What follows belongs to an exercise in optimizing a design on an open flow for small area, a short achievable clock period and few clock cycles; a production flow would make more cautious choices.
Only simulation tests tie the RTL to the original design; equivalence was not proved.
Power and IR drop assume default switching activity.

// mips
module mips(
    input           clk,
    input           reset,
    output  [31:0]  i_inst_addr,
    input   [31:0]  i_inst_rdata,
    output  [31:0]  m_data_addr,
    output  [31:0]  m_data_wdata,
    output  [3:0]   m_data_byteen,
    output  [31:0]  m_inst_addr,
    input   [31:0]  m_data_rdata,
    output          w_grf_we,
    output  [4:0]   w_grf_addr,
    output  [31:0]  w_grf_wdata,
    output  [31:0]  w_inst_addr
);
export LEC_CHECK = 0
export CAP_MARGIN = 20
export CORE_MARGIN = 2
export CORE_UTILIZATION = 55
export CTS_BUF_LIST = sky130_fd_sc_hd__clkbuf_16
export CTS_CLUSTER_DIAMETER = 100
export CTS_CLUSTER_SIZE = 20
export SLEW_MARGIN = 20
create_clock -name core_clock -period 130.0 [get_ports {clk}]
standard.sh (not shown) runs the stock make flow with config.mk's settings and CLKGATE_MAP_FILE= SYNTH_SCRIPT=/design/flow/synth_recipe.tcl, a recipe that flattens the netlist after the stock synthesis.
==> flow/flow/run.sh <==
#!/bin/bash
# The standard layout (the standard.sh), except that the port buffers
# that buffer_ports inserts are buf_2 cells instead of its default choice,
# and antenna repair after detailed routing may take more iterations.
export BUFFER_PORTS_ARGS="-buffer_cell sky130_fd_sc_hd__buf_2"
export MAX_REPAIR_ANTENNAS_ITER_DRT=12
bash standard.sh > standard.log 2>&1
The starting point finished clean.
Testbench counts at the start, summed over its fixed seeds: cycles 61,490.
==> next run, changes <==
==> flow/flow/run.sh (replaced) <==
#!/bin/bash
# The standard layout (the standard.sh), except that the port buffers
# that buffer_ports inserts are buf_2 cells instead of its default choice.
export BUFFER_PORTS_ARGS="-buffer_cell sky130_fd_sc_hd__buf_2"
bash standard.sh > standard.log 2>&1
Settings changed: CAP_MARGIN 20 to 35, CORE_UTILIZATION 55 to 40, SLEW_MARGIN 20 to 35.
What happened: The new run produced a layout that fails on antenna rules. Wire length rose by a few percent. Total power rose slightly. Flip-flop and latch count does not change. Critical path depth stays the same. Register-to-register slack loses 0.06 ns.

========
== run 1 ==
mips again, from the RTL that the note above started with.
==> flow/config.mk <==
export PLATFORM = sky130hd
export DESIGN_NAME = mips
export DESIGN_NICKNAME = mips
export VERILOG_FILES = /design/flow/design.v
export SDC_FILE = /design/flow/constraint.sdc
export NUM_CORES = 4
export LEC_CHECK = 0
export CAP_MARGIN = 35
export CORE_MARGIN = 2
export CORE_UTILIZATION = 40
export CTS_BUF_LIST = sky130_fd_sc_hd__clkbuf_16
export CTS_CLUSTER_DIAMETER = 100
export CTS_CLUSTER_SIZE = 20
export SLEW_MARGIN = 35
==> flow/constraint.sdc <==
create_clock -name core_clock -period 130.0 [get_ports {clk}]
set_input_delay 26.0000 -clock core_clock [delete_from_list [all_inputs] [get_ports {clk}]]
set_output_delay 26.0000 -clock core_clock [all_outputs]
set_load 0.01 [all_outputs]
==> flow/flow/run.sh <==
#!/bin/bash
# The standard layout (the standard.sh), except that the port buffers
# that buffer_ports inserts are buf_2 cells instead of its default choice,
# and antenna repair after detailed routing may take more iterations.
export BUFFER_PORTS_ARGS="-buffer_cell sky130_fd_sc_hd__buf_2"
export MAX_REPAIR_ANTENNAS_ITER_DRT=12
bash standard.sh > standard.log 2>&1
Testbench counts of run 1, summed over its fixed seeds: cycles 61,490.
[inputs] run 2 vs run 1
==> flow/run.sh (new file) <==
#!/bin/bash
# synth_recipe.tcl (not shown) runs the flow's synth.tcl, then flattens the netlist and writes it again
# the make line also repeats each setting of config.mk as NAME=value (left out here)
make -C /OpenROAD-flow-scripts/flow DESIGN_CONFIG=/design/flow/config.mk WORK_HOME=/design/flow/orfs CLKGATE_MAP_FILE= SYNTH_SCRIPT=/design/flow/synth_recipe.tcl finish
removed: flow/flow/run.sh
removed: flow/standard.sh
Findings:
- Having completed the whole flow, run 2 delivered a layout that passed the timing, DRC and antenna checks.
- Per the comparison of run 2 with run 1, non-clock buffer count now sits higher, summed area of non-filler cells in the final layout now sits higher, fraction of area in registers now sits lower, routed wire length now sits higher, power now sits higher.
- As far as number of placed instances with taps included is concerned, run 2 and run 1 perform about the same.
- Post-layout instance count excluding filler cells: run 1 vs run 2 — no meaningful difference
--- input diff run 2..run 3 ---
Settings: swapping 40 for 55 in CORE_UTILIZATION; putting PLACE_DENSITY at 0.7 where nothing was set; swapping 35 for 20 in SLEW_MARGIN; swapping 35 for 20 in CAP_MARGIN.
==> flow/flow/run.sh (new file) <==
#!/bin/bash
# The standard layout (the standard.sh), except that the port buffers
# that buffer_ports inserts are buf_2 cells instead of its default choice,
# and antenna repair after detailed routing may take more iterations.
export BUFFER_PORTS_ARGS="-buffer_cell sky130_fd_sc_hd__buf_2"
export MAX_REPAIR_ANTENNAS_ITER_DRT=12
bash standard.sh > standard.log 2>&1
==> flow/standard.sh (new file) <==
#!/bin/bash
# synth_recipe.tcl (not shown) runs the flow's synth.tcl, then flattens the netlist and writes it again
# the make line also repeats each setting of config.mk as NAME=value (left out here)
make -C /OpenROAD-flow-scripts/flow DESIGN_CONFIG=/design/flow/config.mk WORK_HOME=/design/flow/orfs CLKGATE_MAP_FILE= SYNTH_SCRIPT=/design/flow/synth_recipe.tcl "${@:-finish}"
removed: flow/run.sh
==> results.txt <==
Summary of run 2 and run 3: one run falls short of a clean finish, namely run 3. Status run 3: flow complete, layout not clean - max-capacitance violations, max-slew violations. Where final worst slack is concerned, run 2 is outperformed by run 3. From run 2 to run 3 the numbers moved as follows: combinational-cell power consumption about even; minimum clock period after layout lower. Run 3 vs run 2, peak fanout along the critical path went up by 2. Going from run 2 to run 3, the share of layout cells above drive strength 1 was found to have gone up by 2.3 points. Clock power share ended up 0.9 points lower on run 3 than on run 2.

separate check: timing with driven ports:
In the flow no input, the clock included, has a driving cell. The finished layouts below were timed again as built, in two steps.
Step 1 sets driving cells, clkbuf_16 on the clock port and buf_2 on the other inputs (assumed; they add their load-dependent delay and slew).
Step 2 times the ports against the registers' clock, not the clock port: input delays grow and output delays shrink by t, the midpoint of the rising clock arrivals with the driver on.
Three values: ideal ports, drivers, drivers and shift; two values: the first two.
run | t, ns | setup WS [ns] | hold slack, ns | worst setup path at the end | latest minus earliest clock arrival (ns)
the first run of note 1 | 0.861 | 102.013 / 101.918 / 102.019 | 0.343 / 0.343 / 0.343 | input to register | 0.090 / 0.090
the second run of note 1 | 0.900 | 101.872 / 101.781 / 102.419 | 0.328 / 0.328 / 0.328 | input to register | 0.114 / 0.113
run 1 | 0.901 | 101.874 / 101.782 / 102.418 | 0.328 / 0.328 / 0.328 | input to register | 0.115 / 0.115
run 2 | 0.907 | 101.605 / 101.493 / 102.387 | 0.338 / 0.338 / 0.338 | input to register | 0.081 / 0.082
run 3 | 0.835 | 101.990 / 101.902 / 102.644 | 0.350 / 0.350 / 0.350 | input to register | 0.090 / 0.090
